This design comes from an exercise in tuning for small area, a short achievable clock period and few clock cycles on the open sky130 flow, not from production work. Function was not checked in any run shown here: the RTL went through the layout flow alone. Power figures rest on the tool's default switching activity, not on a simulated workload.

==> design/flow/design.v <==
module bellmanford (reset, clock, GMAR1, GMDR1, GMAR2, GMDR2, IMAR, IMDR, WMAR1, WMAR2, WMDR1, WMDR2, WMWDR, WMWAR, WMWE, OMAR, OMDR, OMWAR, OMWDR, OMWE, NegCycle, Finish);
input clock,reset;
output wire [12:0] GMAR1;
input wire [127:0] GMDR1;
output wire [12:0] GMAR2;
input wire [127:0] GMDR2;
output reg [12:0] IMAR;
input wire [7:0] IMDR;
output wire [12:0] WMAR1;
input wire [127:0] WMDR1;
output wire [12:0] WMAR2;
input wire [127:0] WMDR2;
output wire [12:0] WMWAR;
output wire [127:0] WMWDR;
output reg WMWE;
output wire [12:0] OMAR;
output wire [15:0] OMDR;
assign OMAR = 13'b0;
assign OMDR = 16'b0;
output reg [12:0] OMWAR;
output reg [15:0] OMWDR;
output reg OMWE;
output reg NegCycle;
output reg Finish;
localparam [3:0] QS = 4'd0,    
                 NS = 4'd1,    
                 E  = 4'd2,    
                 NX = 4'd3,    
                 PK = 4'd4,    
                 OA = 4'd5,    
                 OB = 4'd6,    
                 OC = 4'd7,    
                 OD = 4'd8,    
                 DN = 4'd9,    
                 NG = 4'd10;   
reg [3:0] st;
reg [5:0] Nm1;         
reg [5:0] U;           
reg [5:0] src;
reg [7:0] DistU;
reg [5:0] iv;          
reg [7:0] iw;          
reg [5:0] icnt;        
reg [2:0] fslot;       
reg [12:0] fline;      
reg [5:0] passm1;      
reg ncc;               
reg nproc;             
reg [63:0] dirty;      
reg [5:0] nxt;         
reg nxt_has;
reg fresh;             
reg fwdf;              
reg [5:0] wa;          
reg [7:0] wdist;
reg [5:0] wpred;
reg [5:0] X;           
reg ep, rst_d;         
always @(posedge clock) begin
    rst_d <= reset;
    if (reset && !rst_d) ep <= !ep;
end
wire fwd2 = (st == E) ? fwdf : (WMWE && (wa == X));
wire [7:0] rdist2 = fwd2 ? wdist : WMDR2[21:14];
wire valid2 = fwd2 || (WMDR2[13:0] == {ep, IMAR});
wire [7:0] nw = DistU + iw;
wire relax = (st == E) && (!valid2 || ($signed(rdist2) > $signed(nw)));
function [6:0] pe8;    
    input [7:0] x;
    begin
        casez (x)
            8'b???????1: pe8 = {1'b1, 3'b0, 3'd0};
            8'b??????10: pe8 = {1'b1, 3'b0, 3'd1};
            8'b?????100: pe8 = {1'b1, 3'b0, 3'd2};
            8'b????1000: pe8 = {1'b1, 3'b0, 3'd3};
            8'b???10000: pe8 = {1'b1, 3'b0, 3'd4};
            8'b??100000: pe8 = {1'b1, 3'b0, 3'd5};
            8'b?1000000: pe8 = {1'b1, 3'b0, 3'd6};
            8'b10000000: pe8 = {1'b1, 3'b0, 3'd7};
            default:     pe8 = 7'd0;
        endcase
    end
endfunction
function [6:0] pe64;   
    input [63:0] x;
    reg [7:0] g;
    reg [6:0] gi, li;
    integer k;
    begin
        for (k = 0; k < 8; k = k + 1) g[k] = |x[8*k +: 8];
        gi = pe8(g);
        li = pe8(x[8*gi[2:0] +: 8]);
        pe64 = {gi[6], gi[2:0], li[2:0]};
    end
endfunction
function [63:0] above;   
    input [5:0] a;
    integer k;
    begin
        for (k = 0; k < 64; k = k + 1) above[k] = (k > a);
    end
endfunction
wire [63:0] mask1 = (st == PK) ? 64'hffffffffffffffff : above(U);
wire [6:0] pe_u = pe64(dirty & mask1);        
wire [6:0] pe_n = pe64(dirty & above(nxt));   
wire wa_c = WMWE && (wa > U);
wire iv_c = relax && (iv > U);
wire wa_lt = !nxt_has || (wa < nxt);
wire iv_lt = !nxt_has || (iv < nxt);
wire iv_lt_wa = iv < wa;
wire keep_nxt = !(wa_c && wa_lt) && !(iv_c && iv_lt);   
wire abv_has = nxt_has || wa_c || iv_c;
wire [5:0] abv_alt = (iv_c && (!wa_c || iv_lt_wa)) ? iv : wa;
wire [63:0] own = fresh ? (64'd1 << U) : 64'd0;
wire any_has = (|(dirty & ~own)) || relax;
wire ncc_eff = ncc || relax;
wire done = (st == NX) || (st == E && icnt == 6'd0);
wire ahead = (st == E) && (icnt == 6'd0);
wire [5:0] Ur = ahead ? nxt : U;
assign GMAR1 = (st == QS) ? 13'd0 : {7'd0, Ur};
assign GMAR2 = (st == NS || ahead) ? GMDR1[12:0] : fline;
assign WMAR1 = {7'd0, Ur};
assign WMAR2 = {7'd0, (st == E) ? iv : X};
assign WMWAR = {7'd0, wa};
assign WMWDR = {100'd0, wpred, wdist, ep, IMAR};
reg [13:0] slotw;
always @(*) begin
    case (fslot)
        3'd0: slotw = {GMDR2[125:120], GMDR2[119:112]};
        3'd1: slotw = {GMDR2[109:104], GMDR2[103:96]};
        3'd2: slotw = {GMDR2[93:88], GMDR2[87:80]};
        3'd3: slotw = {GMDR2[77:72], GMDR2[71:64]};
        3'd4: slotw = {GMDR2[61:56], GMDR2[55:48]};
        3'd5: slotw = {GMDR2[45:40], GMDR2[39:32]};
        3'd6: slotw = {GMDR2[29:24], GMDR2[23:16]};
        default: slotw = {GMDR2[13:8], GMDR2[7:0]};
    endcase
end
wire [5:0] L = GMDR2[117:112];
wire [5:0] v1 = GMDR2[109:104] - 6'd1;    
always @(posedge clock) begin
    if (reset) begin
        st <= QS;
        IMAR <= 13'd0;
        OMWAR <= 13'h1fff;
        OMWE <= 1'b0;
        WMWE <= 1'b0;
        Finish <= 1'b0;
        NegCycle <= 1'b0;
    end else begin
        case (st)
        QS: begin
            Nm1 <= GMDR1[5:0] - 6'd2;
            U <= IMDR[5:0] - 6'd1;
            src <= IMDR[5:0] - 6'd1;
            WMWE <= 1'b1;
            wa <= IMDR[5:0] - 6'd1;
            wdist <= 8'd0;
            wpred <= IMDR[5:0] - 6'd1;
            dirty <= 64'd0;
            passm1 <= 6'd0;
            ncc <= 1'b1;
            nproc <= 1'b0;
            IMAR <= IMAR + 13'd1;
            OMWE <= 1'b0;
            st <= NS;
        end
        NS: begin
            DistU <= (WMWE && wa == U) ? wdist : WMDR1[21:14];
            dirty[U] <= 1'b0;
            WMWE <= 1'b0;
            fwdf <= 1'b0;
            nxt <= pe_u[5:0];
            nxt_has <= pe_u[6];
            if (U == Nm1) nproc <= 1'b1;
            iv <= v1;
            iw <= GMDR2[103:96];
            icnt <= L - 6'd1;
            fslot <= 3'd2;
            fline <= GMDR1[12:0];
            st <= (L == 6'd0) ? NX : E;
        end
        E: begin
            nxt <= pe_u[5:0];
            nxt_has <= pe_u[6];
            WMWE <= relax;
            wa <= iv;
            wdist <= nw;
            wpred <= U;
            if (fresh) dirty[U] <= 1'b0;
            if (relax) begin
                dirty[iv] <= 1'b1;
                ncc <= 1'b1;
            end
            if (icnt != 6'd0) begin
                fwdf <= relax && (slotw[13:8] - 6'd1 == iv);
                iv <= slotw[13:8] - 6'd1;
                iw <= slotw[7:0];
                icnt <= icnt - 6'd1;
                fslot <= fslot + 3'd1;
                if (fslot == 3'd7) fline <= fline + 13'd1;
            end
        end
        NX: begin
            WMWE <= 1'b0;
            if (fresh) dirty[U] <= 1'b0;
        end
        PK: begin
            U <= pe_u[5:0];
            st <= NS;
        end
        OA: begin
            OMWDR <= {8'd0, rdist2};
            OMWE <= 1'b1;
            OMWAR <= OMWAR + 13'd1;
            X <= fwd2 ? wpred : WMDR2[27:22];
            WMWE <= 1'b0;
            st <= OB;
        end
        OB: begin
            OMWDR <= {8'd0, IMDR};
            OMWAR <= OMWAR + 13'd1;
            IMAR <= IMAR + 13'd1;
            st <= OC;
        end
        OC: begin
            OMWDR <= {10'd0, X} + 16'd1;
            OMWAR <= OMWAR + 13'd1;
            X <= WMDR2[27:22];
            if (X == src) st <= OD;
        end
        OD: begin
            OMWDR <= (IMDR == 8'hff) ? 16'hffff : 16'h0000;
            OMWAR <= OMWAR + 13'd1;
            if (IMDR == 8'hff) begin
                IMAR <= IMAR + 13'd1;
                st <= QS;
            end else
                st <= DN;
        end
        DN: begin
            OMWE <= 1'b0;
            Finish <= 1'b1;
        end
        NG: begin
            WMWE <= 1'b0;
            NegCycle <= 1'b1;
        end
        default: st <= QS;
        endcase
        fresh <= 1'b0;
        if (ahead) begin
            nxt <= pe_n[5:0];
            nxt_has <= pe_n[6];
            DistU <= (relax && iv == nxt) ? nw :
                     (WMWE && wa == nxt) ? wdist : WMDR1[21:14];
            if (nxt == Nm1 && nxt_has) nproc <= 1'b1;
            fwdf <= relax && (v1 == iv);
            iv <= v1;
            iw <= GMDR2[103:96];
            icnt <= L - 6'd1;
            fslot <= 3'd2;
            fline <= GMDR1[12:0];
        end
        if (done) begin
            X <= IMDR[5:0] - 6'd1;
            if (abv_has) begin
                if (keep_nxt && nxt_has && st == E) begin
                    U <= nxt;
                    fresh <= 1'b1;
                    st <= (L == 6'd0) ? NX : E;
                end else begin
                    U <= keep_nxt ? nxt : abv_alt;
                    st <= NS;
                end
            end else if (passm1 == 6'd0 && !nproc && any_has) begin
                st <= PK;
            end else if (!ncc_eff || !any_has) begin
                st <= OA;
            end else if (passm1 == Nm1) begin
                st <= NG;
            end else begin
                passm1 <= passm1 + 6'd1;
                ncc <= 1'b0;
                st <= PK;
            end
        end
    end
end
endmodule
==> design/flow/run.sh <==
#!/bin/bash
# synth_recipe.tcl (not shown) runs the flow's synth.tcl, then flattens the netlist and writes it again
# the make line also repeats each setting of config.mk as NAME=value (left out here)
make -C /OpenROAD-flow-scripts/flow DESIGN_CONFIG=/design/flow/config.mk WORK_HOME=/design/flow/orfs CLKGATE_MAP_FILE= SYNTH_SCRIPT=/design/flow/synth_recipe.tcl finish
==> design/flow/config.mk <==
export PLATFORM = sky130hd
export DESIGN_NAME = bellmanford
export DESIGN_NICKNAME = bellmanford
export VERILOG_FILES = /design/flow/design.v
export SDC_FILE = /design/flow/constraint.sdc
export NUM_CORES = 4
export LEC_CHECK = 0
export CAP_MARGIN = 20
export CORE_AREA = 5 5 275 275
export DIE_AREA = 0 0 280 280
export SLEW_MARGIN = 20
==> design/flow/constraint.sdc <==
create_clock -name core_clock -period 5.0 [get_ports {clock}]
set_input_delay 1.0000 -clock core_clock [delete_from_list [all_inputs] [get_ports {clock}]]
set_output_delay 1.0000 -clock core_clock [all_outputs]
set_load 0.01 [all_outputs]
==> results of run 1 <==
layer usage:
metal | vias to the layer above | wire length, um | global-route usage
met5 | - | 34 | 0
met3 | 278 | 10600 | 0.0666
met4 | 4 | 5720 | 0.115
li1 | 9643 | - | -
met2 | 1307 | 42700 | 0.365
met1 | 10300 | 38100 | 0.297
flip-flops by register name, summed over array words and instances, names as in the netlist, 3 cells and up:
signal	cells
U	6
iw	8
iv	6
icnt	6
IMAR	13
nxt	6
fline	13
wpred	6
Nm1	6
wdist	8
X	6
DistU	8
fslot	3
src	6
dirty	64
st	4
OMWAR	13
passm1	6
wa	6
OMWDR	9
power groups by stage:
stage                     logic [mW]  registers, mW  clock network, mW
after CTS                       4.10           2.45               2.07
after detailed placement        4.07           2.49                  0
after floorplan                 2.32           2.35                  0
after global routing            4.50           2.47               2.13
final                           4.21           2.46               2.04
after global placement          4.09           2.48                  0
layout make-up:
class / count / area [um2]
antenna: 4 / 10.0
tap: 959 / 1200
sequential: 214 / 6080
multi-input combinational: 2019 / 12500
inverter: 68 / 255
fill: 7691 / 46700
clock buffer: 30 / 644
clock inverter: 15 / 245
timing repair buffer: 553 / 5010
worst max-delay path, cell delays in order, from the launching register on:
cell,delay [ns]
sky130_fd_sc_hd__edfxtp_1,0.50
sky130_fd_sc_hd__inv_1,0.10
sky130_fd_sc_hd__ha_1,0.34
sky130_fd_sc_hd__buf_4,0.22
sky130_fd_sc_hd__nor4_1,0.84
sky130_fd_sc_hd__or3_1,0.25
sky130_fd_sc_hd__a221oi_2,0.08
sky130_fd_sc_hd__nand4_2,0.22
sky130_fd_sc_hd__or2_1,0.19
sky130_fd_sc_hd__buf_4,0.15
sky130_fd_sc_hd__o311ai_0,0.12
sky130_fd_sc_hd__a222oi_1,0.45
sky130_fd_sc_hd__o221ai_1,0.28
sky130_fd_sc_hd__and4bb_1,0.28
sky130_fd_sc_hd__o21ai_1,0.25
sky130_fd_sc_hd__nand3_1,0.33
sky130_fd_sc_hd__a31oi_1,0.26
through the flow:
stage	worst slack, ns	area, um2	setup TNS [ns]	power (mW)
final	-0.0200	25900	-0.0200	8.71
after global routing	-0.184	25900	-0.740	9.09
after CTS	0.0580	25800	0	8.62
after detailed placement	-0.0512	24900	-0.0998	6.56
after global placement	-0.0129	24900	-0.0225	6.57
after floorplan	0.136	20700	0	4.67
cells by family after synthesis:
logic type	share of synthesized area
DFF	0.302
and+or+nand+nor	0.201
AOI/OAI and AO/OA	0.237
other	0.000187
muxes	0.0462
adders and majority gates	0.0476
xor gates and xnor gates	0.0549
buffers and inverters	0.110
layout by cell type (no fill, tap or decap), types with 23 or more instances in the layout:
master / Yosys / final
sky130_fd_sc_hd__nor3_1: 59 / 58
sky130_fd_sc_hd__mux2_2: 46 / 46
sky130_fd_sc_hd__dfxtp_1: 35 / 32
sky130_fd_sc_hd__nor2_1: 164 / 160
sky130_fd_sc_hd__edfxtp_1: 179 / 179
sky130_fd_sc_hd__mux2i_1: 41 / 41
sky130_fd_sc_hd__xnor2_1: 56 / 56
sky130_fd_sc_hd__nand4_1: 38 / 38
sky130_fd_sc_hd__a21oi_1: 152 / 152
sky130_fd_sc_hd__a31oi_1: 26 / 26
sky130_fd_sc_hd__and2_1: 34 / 34
sky130_fd_sc_hd__conb_1: 1 / 157
sky130_fd_sc_hd__nor4_1: 26 / 26
sky130_fd_sc_hd__o21a_1: 24 / 23
sky130_fd_sc_hd__xor2_1: 70 / 70
sky130_fd_sc_hd__o21ai_0: 246 / 245
sky130_fd_sc_hd__clkbuf_16: 0 / 25
sky130_fd_sc_hd__inv_1: 63 / 62
sky130_fd_sc_hd__nand3_1: 72 / 72
sky130_fd_sc_hd__o211ai_1: 37 / 37
sky130_fd_sc_hd__nand2_1: 288 / 288
sky130_fd_sc_hd__buf_4: 185 / 259
sky130_fd_sc_hd__ha_1: 74 / 74
sky130_fd_sc_hd__clkdlybuf4s50_1: 0 / 281
sky130_fd_sc_hd__a211oi_1: 23 / 23
sky130_fd_sc_hd__a221oi_1: 24 / 24
worst paths after layout:
kind,end,start
max,U[1],U[0]
min,OMWAR[12],OMWAR[12]
max reg2reg,U[1],U[0]
min reg2reg,OMWAR[12],OMWAR[12]
timing repair:
item,in CTS,in global routing
setup endpoints to repair,4,15
buffers inserted,0,3
gates resized for setup,2,8
pin swaps,0,2
cloned,0,1
endpoints found under the hold margin,0,0
==> tab_implementation.tex, run 1 <==
\begin{tabular}{lr}
\hline
Metric & Value \\
\hline
\multicolumn{2}{l}{\textbf{Die}} \\
\# IOs & 790 \\
Site row count & 99 \\
DIE AREA & 0.0784 mm2 \\
Placeable core region & 0.0726 mm2 \\
Y dimension of the die & 280 um \\
Die width & 280 um \\
Effective utilization at floorplan & 0.277 \\
\multicolumn{2}{l}{\textbf{Worst setup path}} \\
Number of cells traversed by the worst register-to-register path & 16 \\
Type of the worst setup path & register to register \\
Required time of the critical path & 5.41 ns \\
Arrival time worst endpoint & 5.43 ns \\
Largest fanout of any net on the critical path & 8 \\
R2R setup slack & -0.02 ns \\
Type of destination of the critical path & register \\
Startpoint class of the critical path & register \\
\multicolumn{2}{l}{\textbf{Global routing}} \\
Number of global-route vias before repair & 20,800 \\
Number of antenna violations at the first check in global routing & 11 \\
Maximum number of pins on one net before global-route repair & 65 \\
Global-route wire length before repair & 139,000 um \\
GR Overflow Total & 0 \\
Global router's overall resource usage & 0.234 \\
\multicolumn{2}{l}{\textbf{CTS}} \\
CTS tree & done \\
\# clock sinks & 214 \\
Worst-case clock buffer depth & 3 \\
Clock insertion delay at the later pin of the skew report & 0.57 ns \\
Number of H-tree levels & 1 \\
Clock-pin transition on the worst setup and hold timing paths & 0.06 ns \\
CTS root buffer & sky130\_fd\_sc\_hd\_\_clkbuf\_16 \\
Post-cts hold buffer count & 0 \\
TritonCTS Buffers & 25 \\
\multicolumn{2}{l}{\textbf{Timing}} \\
Endpoints failing setup & 1 \\
Worst relative slew slack & 0.251 \\
Number of pins exceeding their max-slew limit in the final report & 0 \\
Final worst-path cycle share & 1.00 \\
Hold Worst Slack & 0.492 ns \\
Transition time of the tightest slew-check pin & 1.11 ns \\
Worst-case setup margin in the final layout & -0.0200 ns \\
Fin Clk Skew & 0.0387 ns \\
Clock period minus worst slack & 5.02 ns \\
Number of hold violations in the final report & 0 \\
Fmax & 199 MHz \\
\multicolumn{2}{l}{\textbf{Power and ir drop}} \\
Sequential fraction of design power & 0.283 \\
Combinational group share of total power & 0.483 \\
Switching power total & 3.60 mW \\
Switching power as a share of total power & 0.414 \\
Power Internal & 5.11 mW \\
Largest vdd supply drop & 0.242 mV \\
Leak & 9.77 nW \\
Clock network fraction of design power & 0.234 \\
Power density over the cells & 336 mW/mm2 \\
\multicolumn{2}{l}{\textbf{Route}} \\
Via count & 21,500 \\
Initial DRC Count & 2,644 \\
First-pass iteration count of the detailed router & 7 \\
Number of routed nets with antenna violations & 0 \\
Detail-routed via count per cell & 5.57 \\
Total DRC errors in the routed layout & 0 \\
DR WL/cell & 25.2 um \\
Aggregate routed wire length & 97,200 um \\
\multicolumn{2}{l}{\textbf{Synthesis}} \\
Post-synthesis sequential area ratio & 0.302 \\
Synth Flop Type & sky130\_fd\_sc\_hd\_\_edfxtp\_1 \\
Synth top area cells & sky130\_fd\_sc\_hd\_\_edfxtp\_1 27\%, sky130\_fd\_sc\_hd\_\_buf\_4 6.9\%, sky130\_fd\_sc\_hd\_\_o21ai\_0 6.1\% \\
Cell taking the most area after synthesis & sky130\_fd\_sc\_hd\_\_edfxtp\_1 \\
Cell count after synthesis & 2,466 \\
Flops \& latches, synth & 214 \\
Warnings, synthesis & 1 \\
Library cell with the highest instance count after synthesis & sky130\_fd\_sc\_hd\_\_nand2\_1 \\
Proportion of register bits with asynchronous set or reset after synthesis & 0 \\
Count of cell types in the netlist & 101 \\
Most numerous cell types in the synthesized netlist & 288 x sky130\_fd\_sc\_hd\_\_nand2\_1, 246 x sky130\_fd\_sc\_hd\_\_o21ai\_0, 185 x sky130\_fd\_sc\_hd\_\_buf\_4 \\
Cell area after technology mapping & 0.0201 mm2 \\
Avg Cell Area, Syn & 8.15 um2 \\
Area fraction of the dominant cell type after synthesis & 0.267 \\
Count of flip-flops with a built-in enable after synthesis & 179 \\
\multicolumn{2}{l}{\textbf{Worst hold path}} \\
Hold Crit Class & register to register \\
Worst hold path depth & 2 \\
\multicolumn{2}{l}{\textbf{Job}} \\
Max-capacitance violation count & 0 \\
\multicolumn{2}{l}{\textbf{Placement}} \\
Number of buffer cells added on primary ports & 281 \\
Hpwl dp & 75,700 um \\
Placed cells & 3,809 \\
Routability cong. & 1.02 \\
\multicolumn{2}{l}{\textbf{Status}} \\
Run status & failed layout checks \\
Failed layout checks & setup timing \\
\multicolumn{2}{l}{\textbf{Cells and area}} \\
End-of-flow core utilization & 0.357 \\
Layout cell share with drive strength beyond 1 & 0.139 \\
Number of nets in the layout & 3,478 \\
Area grow syn2layout & 28.9\% \\
Final std cells w/o fill & 3,862 \\
\hline
\end{tabular}
==> run 2: changes to the inputs <==
--- a/design/flow/config.mk
+++ b/design/flow/config.mk
@@ -5,7 +5,9 @@
 export SDC_FILE = /design/flow/constraint.sdc
 export NUM_CORES = 4
 export LEC_CHECK = 0
+export ABC_CLOCK_PERIOD_IN_PS = 3000
 export CAP_MARGIN = 20
 export CORE_AREA = 5 5 275 275
 export DIE_AREA = 0 0 280 280
+export SETUP_SLACK_MARGIN = 1.5
 export SLEW_MARGIN = 20
==> tab_implementation.tex, run 2 <==
\begin{tabular}{lr}
\hline
Metric & Value \\
\hline
\multicolumn{2}{l}{\textbf{Status}} \\
Run status & no timing/DRC/antenna violations (was failed layout checks) \\
\multicolumn{2}{l}{\textbf{Worst setup path}} \\
Arrival time worst endpoint & 4.72 ns (was 5.43 ns) \\
Sequence of cells on the critical path & ha\_2 -> fa\_2 -> a21o\_1 -> a21oi\_2 -> o21bai\_1 -> a21oi\_1 -> xor2\_1 -> buf\_4 -> ha\_4 -> and4\_1 -> nand4\_1 -> buf\_4 -> o2111ai\_4 -> buf\_12 -> a21o\_1 -> buf\_4 -> buf\_6 -> a21o\_1 -> nor2b\_2 -> nor2b\_4 -> nand4\_1 -> mux2i\_1 (was inv\_1 -> ha\_1 -> buf\_4 -> nor4\_1 -> or3\_1 -> a221oi\_2 -> nand4\_2 -> or2\_1 -> buf\_4 -> o311ai\_0 -> a222oi\_1 -> o221ai\_1 -> and4bb\_1 -> o21ai\_1 -> nand3\_1 -> a31oi\_1) \\
Type of the worst setup path & register to register (unchanged) \\
Slowest cell on crit path & sky130\_fd\_sc\_hd\_\_edfxtp\_1 (was sky130\_fd\_sc\_hd\_\_nor4\_1) \\
Crit path largest cell delay & 0.40 ns (was 0.84 ns) \\
Critical path origin & iw[0] (was U[0]) \\
Type of destination of the critical path & register (unchanged) \\
R2R setup slack & 0.59 ns (was -0.02 ns) \\
Startpoint class of the critical path & register (unchanged) \\
Depth of the critical timing path with buffers and inverters included & 22 (was 16) \\
Reg-to-reg critical path endpoint & passm1[4] (was U[1]) \\
Number of buffer and inverter instances along the worst setup path & 5 (was 3) \\
Largest fanout of any net on the critical path & 5 (was 8) \\
Crit-path leading delay family & compound AO/OA/AOI/OAI gates (was simple AND/OR/NAND/NOR gates) \\
Critical R2R Launch & iw[0] (was U[0]) \\
Required time of the critical path & 5.31 ns (was 5.41 ns) \\
Number of cells traversed by the worst register-to-register path & 22 (was 16) \\
\multicolumn{2}{l}{\textbf{Cells and area}} \\
Most common cell after layout, fill and taps aside & sky130\_fd\_sc\_hd\_\_clkdlybuf4s50\_1 (was sky130\_fd\_sc\_hd\_\_nand2\_1) \\
Number of nets in the layout & 3,513 (was 3,478) \\
FF+latch area & 0.00609 mm2 (was 0.00608 mm2) \\
Flip-flop count of the largest register after layout & 64 (unchanged) \\
End-of-flow core utilization & 0.383 (was 0.357) \\
Most frequent cells in the layout & 256 x sky130\_fd\_sc\_hd\_\_clkdlybuf4s50\_1, 234 x sky130\_fd\_sc\_hd\_\_nand2\_1, 233 x sky130\_fd\_sc\_hd\_\_buf\_4 (was 288 x sky130\_fd\_sc\_hd\_\_nand2\_1, 281 x sky130\_fd\_sc\_hd\_\_clkdlybuf4s50\_1, 259 x sky130\_fd\_sc\_hd\_\_buf\_4) \\
Diode count & 0 (was 4) \\
Layout cell share with drive strength beyond 1 & 0.234 (was 0.139) \\
Area used by multi-input combinational logic & 0.0138 mm2 (was 0.0125 mm2) \\
Final std cells w/o fill & 3,895 (was 3,862) \\
Final std cell area, no fill & 0.0278 mm2 (was 0.0259 mm2) \\
Top reg by flops & dirty (unchanged) \\
FILL cells & 7,395 (was 7,691) \\
Area grow syn2layout & 38.2\% (was 28.9\%) \\
\multicolumn{2}{l}{\textbf{Synthesis}} \\
Count of cell types in the netlist & 101 (unchanged) \\
Flops \& latches, synth & 214 (unchanged) \\
Cell area after technology mapping & 0.0201 mm2 (unchanged) \\
Warnings, synthesis & 1 (unchanged) \\
Post-synthesis mux area share & 0.0462 (unchanged) \\
Avg Cell Area, Syn & 8.15 um2 (unchanged) \\
Count of flip-flops with a built-in enable after synthesis & 179 (unchanged) \\
Cell count after synthesis & 2,466 (unchanged) \\
Area share of and/or/nand/nor cells after synthesis & 0.201 (unchanged) \\
Synth Area in Adders & 0.0476 (unchanged) \\
Synth Area in XOR/XNOR & 0.0549 (unchanged) \\
Synth top area cells & sky130\_fd\_sc\_hd\_\_edfxtp\_1 27\%, sky130\_fd\_sc\_hd\_\_buf\_4 6.9\%, sky130\_fd\_sc\_hd\_\_o21ai\_0 6.1\% (unchanged) \\
Library cell with the highest instance count after synthesis & sky130\_fd\_sc\_hd\_\_nand2\_1 (unchanged) \\
Post-synthesis sequential area ratio & 0.302 (unchanged) \\
Most numerous cell types in the synthesized netlist & 288 x sky130\_fd\_sc\_hd\_\_nand2\_1, 246 x sky130\_fd\_sc\_hd\_\_o21ai\_0, 185 x sky130\_fd\_sc\_hd\_\_buf\_4 (unchanged) \\
Largest family of logic cells by synthesized area & compound AO/OA/AOI/OAI gates (unchanged) \\
Proportion of register bits with asynchronous set or reset after synthesis & 0 (unchanged) \\
Area fraction of the dominant cell type after synthesis & 0.267 (unchanged) \\
Synth Flop Type & sky130\_fd\_sc\_hd\_\_edfxtp\_1 (unchanged) \\
Cell taking the most area after synthesis & sky130\_fd\_sc\_hd\_\_edfxtp\_1 (unchanged) \\
Post-synthesis compound-gate area fraction & 0.237 (unchanged) \\
\multicolumn{2}{l}{\textbf{Global routing}} \\
Global-route wire length before repair & 136,000 um (was 139,000 um) \\
Number of antenna violations at the first check in global routing & 1 (was 11) \\
GR Overflow Total & 0 (unchanged) \\
Number of global-route vias before repair & 20,300 (was 20,800) \\
Global router's overall resource usage & 0.228 (was 0.234) \\
Maximum number of pins on one net before global-route repair & 65 (unchanged) \\
\multicolumn{2}{l}{\textbf{Die}} \\
Die width & 280 um (unchanged) \\
DIE AREA & 0.0784 mm2 (unchanged) \\
Effective utilization at floorplan & 0.277 (unchanged) \\
Site row count & 99 (unchanged) \\
Placeable core region & 0.0726 mm2 (unchanged) \\
Y dimension of the die & 280 um (unchanged) \\
\# IOs & 790 (unchanged) \\
\multicolumn{2}{l}{\textbf{Route}} \\
Total DRC errors in the routed layout & 0 (unchanged) \\
Number of routed nets with antenna violations & 0 (unchanged) \\
Via count & 21,700 (was 21,500) \\
First-pass iteration count of the detailed router & 8 (was 7) \\
DR WL/cell & 24.9 um (was 25.2 um) \\
Aggregate routed wire length & 97,000 um (was 97,200 um) \\
Initial DRC Count & 2,971 (was 2,644) \\
Detail-routed via count per cell & 5.58 (was 5.57) \\
\multicolumn{2}{l}{\textbf{CTS}} \\
Clock insertion delay at the later pin of the skew report & 0.57 ns (about the same) \\
Worst-case clock buffer depth & 3 (unchanged) \\
TritonCTS Buffers & 26 (was 25) \\
CTS root buffer & sky130\_fd\_sc\_hd\_\_clkbuf\_16 (unchanged) \\
CTS tree & done (unchanged) \\
Number of H-tree levels & 1 (unchanged) \\
Post-cts hold buffer count & 0 (unchanged) \\
\# clock sinks & 214 (unchanged) \\
Clock-pin transition on the worst setup and hold timing paths & 0.06 ns (about the same) \\
\multicolumn{2}{l}{\textbf{Power and ir drop}} \\
Power density over the cells & 325 mW/mm2 (was 336 mW/mm2) \\
PnR Total Power & 9.03 mW (was 8.71 mW) \\
Largest vdd supply drop & 0.240 mV (was 0.242 mV) \\
Leak & 10.6 nW (was 9.77 nW) \\
\multicolumn{2}{l}{\textbf{Placement}} \\
Routability cong. & 1.02 (about the same) \\
Post-place setup slack & 0.188 ns (was -0.0512 ns) \\
Hpwl dp & 73,800 um (was 75,700 um) \\
Number of buffer cells added on primary ports & 281 (unchanged) \\
Cell Area, Placed & 0.0242 mm2 (was 0.0249 mm2) \\
Placed cells & 3,707 (was 3,809) \\
\multicolumn{2}{l}{\textbf{Timing}} \\
Hold Worst Slack & 0.498 ns (was 0.492 ns) \\
Transition time of the tightest slew-check pin & 1.07 ns (was 1.11 ns) \\
Setup repair after global routing missed its margin & true \\
Number of pins exceeding their max-slew limit in the final report & 0 (unchanged) \\
Fin Setup TNS & 0 ns (was -0.0200 ns) \\
Final worst-path cycle share & 0.882 (was 1.00) \\
Fin Clk Skew & 0.0340 ns (was 0.0387 ns) \\
Worst-case setup margin in the final layout & 0.589 ns (was -0.0200 ns) \\
Endpoints failing setup & 0 (was 1) \\
Clock period minus worst slack & 4.41 ns (was 5.02 ns) \\
Fmax & 227 MHz (was 199 MHz) \\
Worst relative slew slack & 0.285 (was 0.251) \\
Number of hold violations in the final report & 0 (unchanged) \\
\multicolumn{2}{l}{\textbf{Worst hold path}} \\
Worst hold path depth & 2 (unchanged) \\
WHS Endpoint & OMWAR[12] (unchanged) \\
Hold Crit Class & register to register (unchanged) \\
Start point of the worst hold path & OMWAR[12] (unchanged) \\
\multicolumn{2}{l}{\textbf{Job}} \\
Max-capacitance violation count & 0 (unchanged) \\
\hline
\end{tabular}
run 2: cell types whose count changed in the layout (fill, tap and decap cells not counted), sizes merged:
| cell | previous run | this run |
|---|---|---|
| buf | 271 | 326 |
| bufinv | 6 | 2 |
| clkbuf | 30 | 38 |
| clkdlybuf4s15 | 1 | 0 |
| clkdlybuf4s50 | 281 | 256 |
| clkinv | 9 | 12 |
| clkinvlp | 1 | 4 |
| diode | 4 | 0 |
| dlygate4sd2 | 0 | 3 |
| inv | 67 | 62 |
run 2: worst max-delay path by stage:
stage / end
finish: passm1[4]
global route: U[0]
CTS: U[0]
detailed placement: U[0]
global placement: U[0]
floorplan: U[1]
run 2: cell type report:
type	instances	share of cell area
clock inverter	11	0.00396
clock buffer	37	0.0253
sequential	214	0.219
tap	959	0.0432
timing repair inverter	1	0.000270
inverter	68	0.00973
multi-input combinational	2019	0.495
timing repair buffer	586	0.203
run 2: metal layers:
layer  GRT usage  routed length (um)  share of wire
met1       0.271               34500           0.36
met2       0.371               43900           0.45
met3      0.0587               10900           0.11
met4       0.134                7730          0.080
met5           0                  19        0.00020
run 2: tightest hold or removal path, delay by kind of cell (launching register included):
family           cells  cell delay, ns
flip-flops           1            0.34
AND/OR/NAND/NOR      1            0.05
XOR/XNOR             1            0.07
run 2: kinds of logic after synthesis:
family / Yosys count
other: 1
DFF: 214
AOI/OAI and AO/OA: 743
xor gates and xnor gates: 126
buffers and inverters: 389
adders and majority gates: 76
muxes: 87
and+or+nand+nor: 830
run 2: what timing repair did:
action                     4_1_cts  5_1_grt
gates cloned                     4        2
buffers inserted                87       47
pin swaps                       57       72
setup endpoints to repair      125      122
gates resized for setup        276      245
run 2: power breakdown:
group,switching [mW],internal [mW],leakage [nW]
registers,0.283,2.18,2.02
logic,2.74,1.96,8.19
clock network,0.796,1.08,0.394
==> run 3: changes to the inputs <==
==> design/flow/config.mk (replaced) <==
export PLATFORM = sky130hd
export DESIGN_NAME = bellmanford
export DESIGN_NICKNAME = bellmanford
export VERILOG_FILES = /design/flow/design.v
export SDC_FILE = /design/flow/constraint.sdc
export NUM_CORES = 4
export LEC_CHECK = 0
export ABC_CLOCK_PERIOD_IN_PS = 2000
export CAP_MARGIN = 20
export CORE_AREA = 5 5 275 275
export DIE_AREA = 0 0 280 280
export SETUP_SLACK_MARGIN = 2.5
export SLEW_MARGIN = 20
==> tab_implementation.tex, run 3 <==
\begin{tabular}{lr}
\hline
Metric & Value \\
\hline
\multicolumn{2}{l}{\textbf{Worst setup path}} \\
Number of cells traversed by the worst register-to-register path & 18 (was 22) \\
Largest fanout of any net on the critical path & 6 (was 5) \\
Required time of the critical path & 5.29 ns (was 5.31 ns) \\
R2R setup slack & 0.55 ns (was 0.59 ns) \\
Type of the worst setup path & register to register (unchanged) \\
Critical R2R Launch & X[3] (was iw[0]) \\
Reg-to-reg critical path endpoint & U[0] (was passm1[4]) \\
Type of destination of the critical path & register (unchanged) \\
Arrival time worst endpoint & 4.74 ns (was 4.72 ns) \\
Startpoint class of the critical path & register (unchanged) \\
\multicolumn{2}{l}{\textbf{CTS}} \\
TritonCTS Buffers & 26 (unchanged) \\
Clock-pin transition on the worst setup and hold timing paths & 0.06 ns (about the same) \\
CTS root buffer & sky130\_fd\_sc\_hd\_\_clkbuf\_16 (unchanged) \\
Worst-case clock buffer depth & 3 (unchanged) \\
CTS tree & done (unchanged) \\
Number of H-tree levels & 1 (unchanged) \\
\# clock sinks & 214 (unchanged) \\
Post-cts hold buffer count & 0 (unchanged) \\
Clock insertion delay at the later pin of the skew report & 0.56 ns (was 0.57 ns) \\
\multicolumn{2}{l}{\textbf{Route}} \\
Via count & 22,500 (was 21,700) \\
Initial DRC Count & 2,774 (was 2,971) \\
Number of routed nets with antenna violations & 0 (unchanged) \\
Total DRC errors in the routed layout & 0 (unchanged) \\
Aggregate routed wire length & 103,000 um (was 97,000 um) \\
Detail-routed via count per cell & 5.58 (about the same) \\
First-pass iteration count of the detailed router & 6 (was 8) \\
DR WL/cell & 25.6 um (was 24.9 um) \\
\multicolumn{2}{l}{\textbf{Global routing}} \\
Global router's overall resource usage & 0.244 (was 0.228) \\
Number of antenna violations at the first check in global routing & 2 (was 1) \\
Global-route wire length before repair & 145,000 um (was 136,000 um) \\
Maximum number of pins on one net before global-route repair & 65 (unchanged) \\
GR Overflow Total & 0 (unchanged) \\
Number of global-route vias before repair & 21,700 (was 20,300) \\
\multicolumn{2}{l}{\textbf{Power and ir drop}} \\
Leak & 11.4 nW (was 10.6 nW) \\
Sequential fraction of design power & 0.259 (was 0.272) \\
Power density over the cells & 323 mW/mm2 (was 325 mW/mm2) \\
Combinational group share of total power & 0.541 (was 0.520) \\
Clock network fraction of design power & 0.200 (was 0.207) \\
Switching power total & 3.98 mW (was 3.82 mW) \\
Switching power as a share of total power & 0.420 (was 0.423) \\
Power Internal & 5.49 mW (was 5.21 mW) \\
PnR Total Power & 9.47 mW (was 9.03 mW) \\
Largest vdd supply drop & 0.255 mV (was 0.240 mV) \\
\multicolumn{2}{l}{\textbf{Timing}} \\
Worst-case setup margin in the final layout & 0.551 ns (was 0.589 ns) \\
Number of hold violations in the final report & 0 (unchanged) \\
Fin Clk Skew & 0.0159 ns (was 0.0340 ns) \\
Number of pins exceeding their max-slew limit in the final report & 0 (unchanged) \\
Final worst-path cycle share & 0.890 (was 0.882) \\
Fin Setup TNS & 0 ns (unchanged) \\
Setup repair after global routing missed its margin & true (unchanged) \\
Clock period minus worst slack & 4.45 ns (was 4.41 ns) \\
Hold Worst Slack & 0.503 ns (was 0.498 ns) \\
Transition time of the tightest slew-check pin & 1.09 ns (was 1.07 ns) \\
Worst relative slew slack & 0.272 (was 0.285) \\
Endpoints failing setup & 0 (unchanged) \\
Fmax & 225 MHz (was 227 MHz) \\
\multicolumn{2}{l}{\textbf{Synthesis}} \\
Cell taking the most area after synthesis & sky130\_fd\_sc\_hd\_\_edfxtp\_1 (unchanged) \\
Synth top area cells & sky130\_fd\_sc\_hd\_\_edfxtp\_1 27\%, sky130\_fd\_sc\_hd\_\_buf\_4 6.9\%, sky130\_fd\_sc\_hd\_\_o21ai\_0 6.1\% (unchanged) \\
Count of flip-flops with a built-in enable after synthesis & 179 (unchanged) \\
Proportion of register bits with asynchronous set or reset after synthesis & 0 (unchanged) \\
Cell area after technology mapping & 0.0201 mm2 (unchanged) \\
Count of cell types in the netlist & 101 (unchanged) \\
Largest family of logic cells by synthesized area & compound AO/OA/AOI/OAI gates (unchanged) \\
Warnings, synthesis & 1 (unchanged) \\
Synth Area in XOR/XNOR & 0.0549 (unchanged) \\
Synth Flop Type & sky130\_fd\_sc\_hd\_\_edfxtp\_1 (unchanged) \\
Most numerous cell types in the synthesized netlist & 288 x sky130\_fd\_sc\_hd\_\_nand2\_1, 246 x sky130\_fd\_sc\_hd\_\_o21ai\_0, 185 x sky130\_fd\_sc\_hd\_\_buf\_4 (unchanged) \\
Post-synthesis compound-gate area fraction & 0.237 (unchanged) \\
Area share of and/or/nand/nor cells after synthesis & 0.201 (unchanged) \\
Area fraction of the dominant cell type after synthesis & 0.267 (unchanged) \\
Post-synthesis sequential area ratio & 0.302 (unchanged) \\
Avg Cell Area, Syn & 8.15 um2 (unchanged) \\
Cell count after synthesis & 2,466 (unchanged) \\
Flops \& latches, synth & 214 (unchanged) \\
Synth Area in Adders & 0.0476 (unchanged) \\
Library cell with the highest instance count after synthesis & sky130\_fd\_sc\_hd\_\_nand2\_1 (unchanged) \\
Post-synthesis mux area share & 0.0462 (unchanged) \\
\multicolumn{2}{l}{\textbf{Worst hold path}} \\
Worst hold path depth & 1 (was 2) \\
Start point of the worst hold path & rst\_d (was OMWAR[12]) \\
WHS Endpoint & ep (was OMWAR[12]) \\
Hold Crit Class & register to register (unchanged) \\
\multicolumn{2}{l}{\textbf{Cells and area}} \\
Diode count & 0 (unchanged) \\
Final std cell area, no fill & 0.0293 mm2 (was 0.0278 mm2) \\
FILL cells & 7,297 (was 7,395) \\
Top reg by flops & dirty (unchanged) \\
Flip-flop count of the largest register after layout & 64 (unchanged) \\
Number of nets in the layout & 3,655 (was 3,513) \\
Layout cell share with drive strength beyond 1 & 0.285 (was 0.234) \\
Most frequent cells in the layout & 327 x sky130\_fd\_sc\_hd\_\_buf\_4, 257 x sky130\_fd\_sc\_hd\_\_nand2\_1, 211 x sky130\_fd\_sc\_hd\_\_o21ai\_0 (was 256 x sky130\_fd\_sc\_hd\_\_clkdlybuf4s50\_1, 234 x sky130\_fd\_sc\_hd\_\_nand2\_1, 233 x sky130\_fd\_sc\_hd\_\_buf\_4) \\
Most common cell after layout, fill and taps aside & sky130\_fd\_sc\_hd\_\_buf\_4 (was sky130\_fd\_sc\_hd\_\_clkdlybuf4s50\_1) \\
Area grow syn2layout & 45.8\% (was 38.2\%) \\
\multicolumn{2}{l}{\textbf{Placement}} \\
Cell Area, Placed & 0.0248 mm2 (was 0.0242 mm2) \\
Number of buffer cells added on primary ports & 281 (unchanged) \\
Routability cong. & 1.01 (was 1.02) \\
Hpwl dp & 77,800 um (was 73,800 um) \\
Post-place setup slack & 0.132 ns (was 0.188 ns) \\
\multicolumn{2}{l}{\textbf{Status}} \\
Run status & no timing/DRC/antenna violations (unchanged) \\
\multicolumn{2}{l}{\textbf{Job}} \\
Max-capacitance violation count & 0 (unchanged) \\
\multicolumn{2}{l}{\textbf{Die}} \\
Placeable core region & 0.0726 mm2 (unchanged) \\
Site row count & 99 (unchanged) \\
DIE AREA & 0.0784 mm2 (unchanged) \\
Y dimension of the die & 280 um (unchanged) \\
\# IOs & 790 (unchanged) \\
Effective utilization at floorplan & 0.277 (unchanged) \\
Die width & 280 um (unchanged) \\
\hline
\end{tabular}
==> run 3: how the worst max path moves through the flow <==
| stage | slack [ns] | cells past startpoint | end | start |
|---|---|---|---|---|
| 2_1_floorplan | 0.74 | 22 | U[1] | st[1] |
| 3_3_place_gp | 0.15 | 18 | U[5] | st[0] |
| 3_5_place_dp | 0.13 | 19 | U[0] | st[0] |
| 4_1_cts | 0.71 | 20 | U[0] | st[2] |
| 5_1_grt | 0.35 | 18 | U[0] | wa[3] |
| 6_report | 0.55 | 18 | U[0] | X[3] |
==> run 3: per-layer routing <==
layer  track usage  wire length [um]  share of wire
met4         0.135              7730          0.075
met5             0                13        0.00013
met3        0.0629             11300           0.11
met2         0.394             46100           0.45
met1         0.298             38000           0.37
==> run 3: final cells by class <==
type	count	area [um2]	area share
Clock buffer	32	694	0.0237
Clock inverter	16	136	0.00465
Inverter	68	288	0.00982
Multi-Input combinational cell	2021	14000	0.477
Sequential cell	214	6110	0.208
Tap cell	959	1200	0.0410
Timing Repair Buffer	726	6890	0.235
Timing Repair inverter	1	7.51	0.000256
==> run 3: cells by family after synthesis <==
| kind of cell | Yosys count |
|---|---|
| XOR/XNOR | 126 |
| flip-flops | 214 |
| AO/OA/AOI/OAI | 743 |
| multiplexers | 87 |
| buffers and inverters | 389 |
| AND/OR/NAND/NOR | 830 |
| other | 1 |
| adder cells (fa/ha/maj) | 76 |
==> run 3: power groups by stage <==
stage / logic (mW) / registers (mW) / clock network [mW]
floorplan: 2.43 / 2.35 / 0
finish: 5.12 / 2.45 / 1.89
detailed placement: 4.07 / 2.51 / 0
global route: 5.40 / 2.45 / 1.98
global placement: 4.09 / 2.51 / 0
CTS: 4.74 / 2.44 / 1.91
==> run 3: repair_timing <==
action | in CTS | in global routing
pin swaps | 92 | 58
endpoints found under the setup margin | 358 | 243
gates cloned | 8 | 3
setup buffers | 165 | 50
resized for setup | 573 | 153
==> run 3: critical path, cell delays in order, from the launching register on <==
cell	delay [ns]
sky130_fd_sc_hd__edfxtp_1	0.43
sky130_fd_sc_hd__xor2_1	0.19
sky130_fd_sc_hd__nor4_4	0.27
sky130_fd_sc_hd__a32o_2	0.30
sky130_fd_sc_hd__mux2_4	0.34
sky130_fd_sc_hd__ha_4	0.22
sky130_fd_sc_hd__nor2b_1	0.12
sky130_fd_sc_hd__o21a_1	0.16
sky130_fd_sc_hd__o21a_1	0.16
sky130_fd_sc_hd__o21a_1	0.16
sky130_fd_sc_hd__o21a_1	0.21
sky130_fd_sc_hd__o2111ai_4	0.30
sky130_fd_sc_hd__a21o_1	0.22
sky130_fd_sc_hd__o21ai_1	0.08
sky130_fd_sc_hd__a222oi_1	0.36
sky130_fd_sc_hd__buf_4	0.24
sky130_fd_sc_hd__mux2_4	0.31
sky130_fd_sc_hd__nor2_2	0.08
sky130_fd_sc_hd__a31oi_1	0.04
==> run 3: through the flow <==
stage	std cells	utilization
after global placement	3761	0.342
after global routing	4037	0.404
after CTS	3983	0.391
after floorplan	2622	-
final	4037	0.404
after detailed placement	3762	0.342
==> run 4: changes to the inputs <==
--- a/design/flow/design.v
+++ b/design/flow/design.v
@@ -39,7 +39,7 @@
 reg [5:0] src;
 reg [7:0] DistU;
 reg [5:0] iv;          
-reg [7:0] iw;          
+reg [7:0] nw;          
 reg [5:0] icnt;        
 reg [2:0] fslot;       
 reg [12:0] fline;      
@@ -63,7 +63,6 @@
 wire fwd2 = (st == E) ? fwdf : (WMWE && (wa == X));
 wire [7:0] rdist2 = fwd2 ? wdist : WMDR2[21:14];
 wire valid2 = fwd2 || (WMDR2[13:0] == {ep, IMAR});
-wire [7:0] nw = DistU + iw;
 wire relax = (st == E) && (!valid2 || ($signed(rdist2) > $signed(nw)));
 function [6:0] pe8;    
     input [7:0] x;
@@ -111,9 +110,7 @@
 wire keep_nxt = !(wa_c && wa_lt) && !(iv_c && iv_lt);   
 wire abv_has = nxt_has || wa_c || iv_c;
 wire [5:0] abv_alt = (iv_c && (!wa_c || iv_lt_wa)) ? iv : wa;
-wire [63:0] own = fresh ? (64'd1 << U) : 64'd0;
-wire any_has = (|(dirty & ~own)) || relax;
-wire ncc_eff = ncc || relax;
+wire has_d = |dirty;
 wire done = (st == NX) || (st == E && icnt == 6'd0);
 wire ahead = (st == E) && (icnt == 6'd0);
 wire [5:0] Ur = ahead ? nxt : U;
@@ -137,6 +134,8 @@
     endcase
 end
 wire [5:0] L = GMDR2[117:112];
+wire [7:0] dU = (WMWE && wa == U) ? wdist : WMDR1[21:14];
+wire [7:0] dN = (WMWE && wa == nxt) ? wdist : WMDR1[21:14];
 wire [5:0] v1 = GMDR2[109:104] - 6'd1;    
 always @(posedge clock) begin
     if (reset) begin
@@ -166,7 +165,8 @@
             st <= NS;
         end
         NS: begin
-            DistU <= (WMWE && wa == U) ? wdist : WMDR1[21:14];
+            DistU <= dU;
+            nw <= dU + GMDR2[103:96];
             dirty[U] <= 1'b0;
             WMWE <= 1'b0;
             fwdf <= 1'b0;
@@ -174,7 +174,6 @@
             nxt_has <= pe_u[6];
             if (U == Nm1) nproc <= 1'b1;
             iv <= v1;
-            iw <= GMDR2[103:96];
             icnt <= L - 6'd1;
             fslot <= 3'd2;
             fline <= GMDR1[12:0];
@@ -195,7 +194,7 @@
             if (icnt != 6'd0) begin
                 fwdf <= relax && (slotw[13:8] - 6'd1 == iv);
                 iv <= slotw[13:8] - 6'd1;
-                iw <= slotw[7:0];
+                nw <= DistU + slotw[7:0];
                 icnt <= icnt - 6'd1;
                 fslot <= fslot + 3'd1;
                 if (fslot == 3'd7) fline <= fline + 13'd1;
@@ -206,8 +205,19 @@
             if (fresh) dirty[U] <= 1'b0;
         end
         PK: begin
+            X <= IMDR[5:0] - 6'd1;
             U <= pe_u[5:0];
-            st <= NS;
+            if (passm1 == 6'd0 && !nproc && has_d) begin
+                st <= NS;
+            end else if (!ncc || !has_d) begin
+                st <= OA;
+            end else if (passm1 == Nm1) begin
+                st <= NG;
+            end else begin
+                passm1 <= passm1 + 6'd1;
+                ncc <= 1'b0;
+                st <= NS;
+            end
         end
         OA: begin
             OMWDR <= {8'd0, rdist2};
@@ -252,18 +262,16 @@
         if (ahead) begin
             nxt <= pe_n[5:0];
             nxt_has <= pe_n[6];
-            DistU <= (relax && iv == nxt) ? nw :
-                     (WMWE && wa == nxt) ? wdist : WMDR1[21:14];
+            DistU <= (relax && iv == nxt) ? nw : dN;
+            nw <= (relax && iv == nxt) ? nw + GMDR2[103:96] : dN + GMDR2[103:96];
             if (nxt == Nm1 && nxt_has) nproc <= 1'b1;
             fwdf <= relax && (v1 == iv);
             iv <= v1;
-            iw <= GMDR2[103:96];
             icnt <= L - 6'd1;
             fslot <= 3'd2;
             fline <= GMDR1[12:0];
         end
         if (done) begin
-            X <= IMDR[5:0] - 6'd1;
             if (abv_has) begin
                 if (keep_nxt && nxt_has && st == E) begin
                     U <= nxt;
@@ -273,17 +281,8 @@
                     U <= keep_nxt ? nxt : abv_alt;
                     st <= NS;
                 end
-            end else if (passm1 == 6'd0 && !nproc && any_has) begin
+            end else
                 st <= PK;
-            end else if (!ncc_eff || !any_has) begin
-                st <= OA;
-            end else if (passm1 == Nm1) begin
-                st <= NG;
-            end else begin
-                passm1 <= passm1 + 6'd1;
-                ncc <= 1'b0;
-                st <= PK;
-            end
         end
     end
 end
==> design/flow/config.mk (replaced) <==
export PLATFORM = sky130hd
export DESIGN_NAME = bellmanford
export DESIGN_NICKNAME = bellmanford
export VERILOG_FILES = /design/flow/design.v
export SDC_FILE = /design/flow/constraint.sdc
export NUM_CORES = 4
export LEC_CHECK = 0
export ABC_CLOCK_PERIOD_IN_PS = 3000
export CAP_MARGIN = 20
export CORE_AREA = 5 5 275 275
export DIE_AREA = 0 0 280 280
export SETUP_SLACK_MARGIN = 1.5
export SLEW_MARGIN = 20
==> tab_implementation.tex, run 4 <==
\begin{tabular}{lr}
\hline
Metric & Value \\
\hline
\multicolumn{2}{l}{\textbf{Status}} \\
Run status & failed layout checks (was no timing/DRC/antenna violations) \\
Failed layout checks & setup timing \\
\multicolumn{2}{l}{\textbf{Worst hold path}} \\
Start point of the worst hold path & NegCycle (was rst\_d) \\
Hold Crit Class & register to register (unchanged) \\
\multicolumn{2}{l}{\textbf{CTS}} \\
Number of H-tree levels & 1 (unchanged) \\
CTS tree & done (unchanged) \\
TritonCTS Buffers & 24 (was 26) \\
Worst-case clock buffer depth & 3 (unchanged) \\
CTS root buffer & sky130\_fd\_sc\_hd\_\_clkbuf\_16 (unchanged) \\
Clock-pin transition on the worst setup and hold timing paths & 0.07 ns (was 0.06 ns) \\
\# clock sinks & 214 (unchanged) \\
Clock insertion delay at the later pin of the skew report & 0.53 ns (was 0.56 ns) \\
\multicolumn{2}{l}{\textbf{Die}} \\
Site row count & 99 (unchanged) \\
\# IOs & 790 (unchanged) \\
Placeable core region & 0.0726 mm2 (unchanged) \\
Y dimension of the die & 280 um (unchanged) \\
Die width & 280 um (unchanged) \\
Effective utilization at floorplan & 0.280 (was 0.277) \\
DIE AREA & 0.0784 mm2 (unchanged) \\
\multicolumn{2}{l}{\textbf{Timing}} \\
Number of hold violations in the final report & 0 (unchanged) \\
Fin Clk Skew & 0.0121 ns (was 0.0159 ns) \\
Number of pins exceeding their max-slew limit in the final report & 0 (unchanged) \\
Worst-case setup margin in the final layout & -0.222 ns (was 0.551 ns) \\
Clock period minus worst slack & 5.22 ns (was 4.45 ns) \\
Worst relative slew slack & 0.259 (was 0.272) \\
Endpoints failing setup & 4 (was 0) \\
Transition time of the tightest slew-check pin & 1.10 ns (was 1.09 ns) \\
Setup repair after global routing missed its margin & true (unchanged) \\
Fmax & 191 MHz (was 225 MHz) \\
Final worst-path cycle share & 1.04 (was 0.890) \\
\multicolumn{2}{l}{\textbf{Power and ir drop}} \\
Largest vdd supply drop & 0.222 mV (was 0.255 mV) \\
Leak & 10.5 nW (was 11.4 nW) \\
Power density over the cells & 373 mW/mm2 (was 323 mW/mm2) \\
PnR Total Power & 10.3 mW (was 9.47 mW) \\
\multicolumn{2}{l}{\textbf{Global routing}} \\
Global-route wire length before repair & 130,000 um (was 145,000 um) \\
Global router's overall resource usage & 0.214 (was 0.244) \\
Maximum number of pins on one net before global-route repair & 65 (unchanged) \\
Number of antenna violations at the first check in global routing & 1 (was 2) \\
Number of global-route vias before repair & 20,400 (was 21,700) \\
GR Overflow Total & 0 (unchanged) \\
\multicolumn{2}{l}{\textbf{Worst setup path}} \\
Critical path origin & X[3] (unchanged) \\
Crit path top cell by count & sky130\_fd\_sc\_hd\_\_o21a\_1 (unchanged) \\
Crit path largest cell delay & 0.41 ns (was 0.43 ns) \\
Type of the worst setup path & register to register (unchanged) \\
Startpoint class of the critical path & register (unchanged) \\
R2R setup slack & -0.22 ns (was 0.55 ns) \\
Largest fanout of any net on the critical path & 7 (was 6) \\
Arrival time worst endpoint & 5.50 ns (was 4.74 ns) \\
Critical R2R Launch & X[3] (unchanged) \\
Required time of the critical path & 5.28 ns (was 5.29 ns) \\
Slowest cell on crit path & sky130\_fd\_sc\_hd\_\_edfxtp\_1 (unchanged) \\
Type of destination of the critical path & register (unchanged) \\
\multicolumn{2}{l}{\textbf{Synthesis}} \\
Flops \& latches, synth & 214 (unchanged) \\
Area fraction of the dominant cell type after synthesis & 0.264 (was 0.267) \\
Cell area after technology mapping & 0.0204 mm2 (was 0.0201 mm2) \\
Warnings, synthesis & 1 (unchanged) \\
Proportion of register bits with asynchronous set or reset after synthesis & 0 (unchanged) \\
Library cell with the highest instance count after synthesis & sky130\_fd\_sc\_hd\_\_nand2\_1 (unchanged) \\
Synth Flop Type & sky130\_fd\_sc\_hd\_\_edfxtp\_1 (unchanged) \\
Count of flip-flops with a built-in enable after synthesis & 179 (unchanged) \\
Cell taking the most area after synthesis & sky130\_fd\_sc\_hd\_\_edfxtp\_1 (unchanged) \\
Most numerous cell types in the synthesized netlist & 235 x sky130\_fd\_sc\_hd\_\_nand2\_1, 218 x sky130\_fd\_sc\_hd\_\_nor2\_1, 213 x sky130\_fd\_sc\_hd\_\_o21ai\_0 (was 288 x sky130\_fd\_sc\_hd\_\_nand2\_1, 246 x sky130\_fd\_sc\_hd\_\_o21ai\_0, 185 x sky130\_fd\_sc\_hd\_\_buf\_4) \\
Synth top area cells & sky130\_fd\_sc\_hd\_\_edfxtp\_1 26\%, sky130\_fd\_sc\_hd\_\_buf\_4 7.1\%, sky130\_fd\_sc\_hd\_\_ha\_1 5.4\% (was sky130\_fd\_sc\_hd\_\_edfxtp\_1 27\%, sky130\_fd\_sc\_hd\_\_buf\_4 6.9\%, sky130\_fd\_sc\_hd\_\_o21ai\_0 6.1\%) \\
Count of cell types in the netlist & 106 (was 101) \\
Avg Cell Area, Syn & 8.21 um2 (was 8.15 um2) \\
Cell count after synthesis & 2,478 (was 2,466) \\
Post-synthesis sequential area ratio & 0.299 (was 0.302) \\
\multicolumn{2}{l}{\textbf{Cells and area}} \\
FF+latch area & 0.00608 mm2 (was 0.00611 mm2) \\
Final std cells w/o fill & 3,901 (was 4,037) \\
Layout cell share with drive strength beyond 1 & 0.214 (was 0.285) \\
Most common cell after layout, fill and taps aside & sky130\_fd\_sc\_hd\_\_clkdlybuf4s50\_1 (was sky130\_fd\_sc\_hd\_\_buf\_4) \\
Flip-flop count of the largest register after layout & 64 (unchanged) \\
Most frequent cells in the layout & 249 x sky130\_fd\_sc\_hd\_\_clkdlybuf4s50\_1, 230 x sky130\_fd\_sc\_hd\_\_buf\_4, 227 x sky130\_fd\_sc\_hd\_\_nand2\_1 (was 327 x sky130\_fd\_sc\_hd\_\_buf\_4, 257 x sky130\_fd\_sc\_hd\_\_nand2\_1, 211 x sky130\_fd\_sc\_hd\_\_o21ai\_0) \\
Number of nets in the layout & 3,536 (was 3,655) \\
Top reg by flops & dirty (unchanged) \\
FILL cells & 7,528 (was 7,297) \\
Area used by multi-input combinational logic & 0.0137 mm2 (was 0.0140 mm2) \\
Area grow syn2layout & 35.5\% (was 45.8\%) \\
\multicolumn{2}{l}{\textbf{Route}} \\
Number of routed nets with antenna violations & 0 (unchanged) \\
Total DRC errors in the routed layout & 0 (unchanged) \\
DR WL/cell & 23.2 um (was 25.6 um) \\
Aggregate routed wire length & 90,400 um (was 103,000 um) \\
Via count & 21,300 (was 22,500) \\
Detail-routed via count per cell & 5.45 (was 5.58) \\
Initial DRC Count & 2,492 (was 2,774) \\
First-pass iteration count of the detailed router & 6 (unchanged) \\
\multicolumn{2}{l}{\textbf{Job}} \\
Max-capacitance violation count & 0 (unchanged) \\
\multicolumn{2}{l}{\textbf{Placement}} \\
Routability cong. & 1.03 (was 1.01) \\
Post-place setup slack & -0.461 ns (was 0.132 ns) \\
Hpwl dp & 68,100 um (was 77,800 um) \\
Placed cells & 3,746 (was 3,762) \\
Number of buffer cells added on primary ports & 281 (unchanged) \\
\hline
\end{tabular}
[run 4: kinds of logic after synthesis]
family	Yosys count	share of synthesized area
buffers and inverters	403	0.113
AND/OR/NAND/NOR	810	0.195
adder cells (fa/ha/maj)	92	0.0576
AO/OA/AOI/OAI	716	0.222
XOR/XNOR	141	0.0607
flip-flops	214	0.299
multiplexers	101	0.0534
other	1	0.000184
[run 4: metrics by stage]
step	hold slack [ns]	utilization	setup TNS [ns]	area, um2
global route	0.509	0.380	-1.75	27600
CTS	0.480	0.370	-0.279	26800
finish	0.477	0.380	-0.632	27600
detailed placement	0.466	0.339	-1.77	24600
global placement	0.465	0.339	-1.75	24600
floorplan	0.485	-	-0.451	21100
[run 4: final cells by class]
type | instances | area share
multi-input combinational | 2017 | 0.496
sequential | 214 | 0.221
antenna | 1 | 0.0000907
clock buffer | 33 | 0.0253
inverter | 86 | 0.0124
timing repair buffer | 579 | 0.198
tap | 959 | 0.0435
clock inverter | 11 | 0.00395
timing repair inverter | 1 | 0.000227
[run 4: routing by layer]
metal / GRT usage / routed length (um) / up-vias
li1: - / - / 9600
met1: 0.272 / 34300 / 10000
met2: 0.346 / 40800 / 1356
met3: 0.0458 / 9680 / 288
met4: 0.108 / 5650 / 0
met5: 0 / 0 / -
[run 4: final timing paths]
check                                 to  cells after the start
worst min-delay path            NegCycle                      2
worst min register to register  NegCycle                      2
worst max register to register     nw[7]                     27
worst max-delay path               nw[7]                     27
[run 4: where the power goes]
part | internal [mW] | switching [mW] | leakage, nW
Combinational | 2.43 | 3.37 | 8.14
Sequential | 2.26 | 0.363 | 2.01
Clock | 1.08 | 0.777 | 0.386
Total | 5.76 | 4.51 | 10.5
[run 4: repair_timing]
item	CTS	global route
hold buffers	0	0
gates resized for setup	240	172
pin swaps	58	46
setup buffers	75	28
endpoints found under the setup margin	130	128
cloned	6	1
[run 4: critical path: cells and delay by family (launching register included)]
kind                     cells  cell delay, ns
XOR/XNOR                     3            0.44
AO/OA/AOI/OAI               17            2.67
buffers and inverters        1            0.21
AND/OR/NAND/NOR              3            0.47
multiplexers                 1            0.35
flip-flops                   1            0.41
adder cells (fa/ha/maj)      2            0.45
==> run 5: changes to the inputs <==
--- a/design/flow/design.v
+++ b/design/flow/design.v
@@ -60,7 +60,7 @@
     rst_d <= reset;
     if (reset && !rst_d) ep <= !ep;
 end
-wire fwd2 = (st == E) ? fwdf : (WMWE && (wa == X));
+wire fwd2 = fwdf;
 wire [7:0] rdist2 = fwd2 ? wdist : WMDR2[21:14];
 wire valid2 = fwd2 || (WMDR2[13:0] == {ep, IMAR});
 wire relax = (st == E) && (!valid2 || ($signed(rdist2) > $signed(nw)));
@@ -99,9 +99,8 @@
         for (k = 0; k < 64; k = k + 1) above[k] = (k > a);
     end
 endfunction
-wire [63:0] mask1 = (st == PK) ? 64'hffffffffffffffff : above(U);
-wire [6:0] pe_u = pe64(dirty & mask1);        
-wire [6:0] pe_n = pe64(dirty & above(nxt));   
+wire [63:0] mask1 = (st == PK) ? 64'hffffffffffffffff : above((st == NS) ? U : nxt);
+wire [6:0] pe_u = pe64(dirty & mask1);
 wire wa_c = WMWE && (wa > U);
 wire iv_c = relax && (iv > U);
 wire wa_lt = !nxt_has || (wa < nxt);
@@ -111,6 +110,8 @@
 wire abv_has = nxt_has || wa_c || iv_c;
 wire [5:0] abv_alt = (iv_c && (!wa_c || iv_lt_wa)) ? iv : wa;
 wire has_d = |dirty;
+wire [5:0] nmin = keep_nxt ? nxt : abv_alt;
+wire nmin_has = abv_has;
 wire done = (st == NX) || (st == E && icnt == 6'd0);
 wire ahead = (st == E) && (icnt == 6'd0);
 wire [5:0] Ur = ahead ? nxt : U;
@@ -180,8 +181,8 @@
             st <= (L == 6'd0) ? NX : E;
         end
         E: begin
-            nxt <= pe_u[5:0];
-            nxt_has <= pe_u[6];
+            nxt <= nmin;
+            nxt_has <= nmin_has;
             WMWE <= relax;
             wa <= iv;
             wdist <= nw;
@@ -206,6 +207,8 @@
         end
         PK: begin
             X <= IMDR[5:0] - 6'd1;
+            WMWE <= 1'b0;
+            fwdf <= 1'b0;
             U <= pe_u[5:0];
             if (passm1 == 6'd0 && !nproc && has_d) begin
                 st <= NS;
@@ -260,10 +263,10 @@
         endcase
         fresh <= 1'b0;
         if (ahead) begin
-            nxt <= pe_n[5:0];
-            nxt_has <= pe_n[6];
-            DistU <= (relax && iv == nxt) ? nw : dN;
-            nw <= (relax && iv == nxt) ? nw + GMDR2[103:96] : dN + GMDR2[103:96];
+            nxt <= pe_u[5:0];
+            nxt_has <= pe_u[6];
+            DistU <= dN;
+            nw <= dN + GMDR2[103:96];
             if (nxt == Nm1 && nxt_has) nproc <= 1'b1;
             fwdf <= relax && (v1 == iv);
             iv <= v1;
@@ -273,7 +276,7 @@
         end
         if (done) begin
             if (abv_has) begin
-                if (keep_nxt && nxt_has && st == E) begin
+                if (keep_nxt && nxt_has && st == E && !(relax && iv == nxt)) begin
                     U <= nxt;
                     fresh <= 1'b1;
                     st <= (L == 6'd0) ? NX : E;
==> tab_implementation.tex, run 5 <==
\begin{tabular}{lr}
\hline
Metric & Value \\
\hline
\multicolumn{2}{l}{\textbf{Global routing}} \\
Number of global-route vias before repair & 18,700 (was 20,400) \\
\multicolumn{2}{l}{\textbf{Synthesis}} \\
Avg Cell Area, Syn & 8.32 um2 (was 8.21 um2) \\
Count of cell types in the netlist & 86 (was 106) \\
Synth top area cells & sky130\_fd\_sc\_hd\_\_edfxtp\_1 28\%, sky130\_fd\_sc\_hd\_\_buf\_4 7.1\%, sky130\_fd\_sc\_hd\_\_ha\_1 5.6\% (was sky130\_fd\_sc\_hd\_\_edfxtp\_1 26\%, sky130\_fd\_sc\_hd\_\_buf\_4 7.1\%, sky130\_fd\_sc\_hd\_\_ha\_1 5.4\%) \\
Post-synthesis sequential area ratio & 0.319 (was 0.299) \\
Synth Flop Type & sky130\_fd\_sc\_hd\_\_edfxtp\_1 (unchanged) \\
Flops \& latches, synth & 214 (unchanged) \\
Library cell with the highest instance count after synthesis & sky130\_fd\_sc\_hd\_\_nand2\_1 (unchanged) \\
Area fraction of the dominant cell type after synthesis & 0.282 (was 0.264) \\
\multicolumn{2}{l}{\textbf{Placement}} \\
Number of buffer cells added on primary ports & 281 (unchanged) \\
Hpwl dp & 65,300 um (was 68,100 um) \\
Routability cong. & 0.997 (was 1.03) \\
\multicolumn{2}{l}{\textbf{CTS}} \\
CTS root buffer & sky130\_fd\_sc\_hd\_\_clkbuf\_16 (unchanged) \\
Clock insertion delay at the later pin of the skew report & 0.55 ns (was 0.53 ns) \\
Clock-pin transition on the worst setup and hold timing paths & 0.06 ns (was 0.07 ns) \\
\# clock sinks & 214 (unchanged) \\
Worst-case clock buffer depth & 3 (unchanged) \\
\multicolumn{2}{l}{\textbf{Status}} \\
Run status & no timing/DRC/antenna violations (was failed layout checks) \\
\multicolumn{2}{l}{\textbf{Die}} \\
Die width & 280 um (unchanged) \\
\# IOs & 790 (unchanged) \\
Effective utilization at floorplan & 0.263 (was 0.280) \\
Y dimension of the die & 280 um (unchanged) \\
Site row count & 99 (unchanged) \\
\multicolumn{2}{l}{\textbf{Timing}} \\
Transition time of the tightest slew-check pin & 1.20 ns (was 1.10 ns) \\
Final worst-path cycle share & 0.968 (was 1.04) \\
Worst relative slew slack & 0.191 (was 0.259) \\
Number of hold violations in the final report & 0 (unchanged) \\
Fmax & 207 MHz (was 191 MHz) \\
\multicolumn{2}{l}{\textbf{Worst setup path}} \\
Slowest cell on crit path & sky130\_fd\_sc\_hd\_\_or4b\_4 (was sky130\_fd\_sc\_hd\_\_edfxtp\_1) \\
Type of the worst setup path & register to register (unchanged) \\
Number of cells traversed by the worst register-to-register path & 15 (was 27) \\
Depth of the critical timing path with buffers and inverters included & 15 (was 27) \\
\multicolumn{2}{l}{\textbf{Route}} \\
Detail-routed via count per cell & 5.24 (was 5.45) \\
\multicolumn{2}{l}{\textbf{Cells and area}} \\
Final std cell area, no fill & 0.0269 mm2 (was 0.0276 mm2) \\
\hline
\end{tabular}
## run 5: cell count changes after synthesis, sizes merged, moves of 10 or more
cell / change
nor4: +15
clkbuf: +10
and2: -13
a21oi: -43
o21a: -17
nor3: -11
nor2b: -20
o21ai: -31
buf: -24
## run 5: through the flow
stage,utilization,setup TNS [ns],instances
detailed placement,0.328,-0.0239,3615
global route,0.371,0,3789
global placement,0.328,-0.267,3615
finish,0.371,0,3789
floorplan,-,0,2446
CTS,0.360,0,3751
## run 5: area by class of cell
| class | instances | area, um2 |
|---|---|---|
| Multi-Input combinational cell | 1847 | 12600 |
| Timing Repair Buffer | 638 | 5890 |
| Sequential cell | 214 | 6080 |
| Clock buffer | 38 | 747 |
| Inverter | 83 | 325 |
| Fill cell | 7475 | 45600 |
| Clock inverter | 10 | 106 |
| Tap cell | 959 | 1200 |
## run 5: routing by layer
layer / global-route usage / part of all wire / vias up
li1: - / - / 9054
met1: 0.266 / 0.41 / 9455
met2: 0.332 / 0.46 / 1152
met3: 0.0326 / 0.083 / 204
met4: 0.0670 / 0.044 / 4
met5: 0 / 0.00037 / -
## run 5: final timing paths
check             startpoint       end  slack (ns)
hold reg to reg     NegCycle  NegCycle        0.49
setup reg to reg       st[3]      U[2]        0.16
hold / removal      NegCycle  NegCycle        0.49
setup / recovery       st[3]      U[2]        0.16
## run 5: what timing repair did
| action | 4_1_cts | 5_1_grt |
|---|---|---|
| cloned | 8 | 2 |
| buffers inserted | 80 | 36 |
| resized for setup | 226 | 142 |
| pin swaps | 68 | 54 |
| endpoints found under the setup margin | 111 | 91 |
| endpoints found under the hold margin | 0 | 0 |
## run 5: cells by family after synthesis
logic type / Yosys count / share of synthesized area
simple gates: 763 / 0.189
xor+xnor: 138 / 0.0634
fa+ha+maj: 89 / 0.0596
flops: 214 / 0.319
buf+inv: 386 / 0.114
mux: 107 / 0.0606
other cells: 1 / 0.000197
compound gates: 592 / 0.194
## run 5: worst min-delay path, cell delays in order (launching register included)
cell and delay, ns:
sky130_fd_sc_hd__dfxtp_1 0.33, sky130_fd_sc_hd__a21oi_1 0.04, sky130_fd_sc_hd__nor2_1 0.07
## run 5: where the power goes
group	switching, mW	total (mW)	internal [mW]
combinational	3.80	6.79	2.99
clock	0.777	1.91	1.14
sequential	0.367	2.70	2.33
total	4.95	11.4	6.45

Check on run 5: ideal ports give 0.160 ns setup slack; a clkbuf_16 on the clock port and buf_2 on the inputs give 0.160 ns; moving port delays by the midpoint clock arrival (0.597 ns) as well gives 0.160 ns.
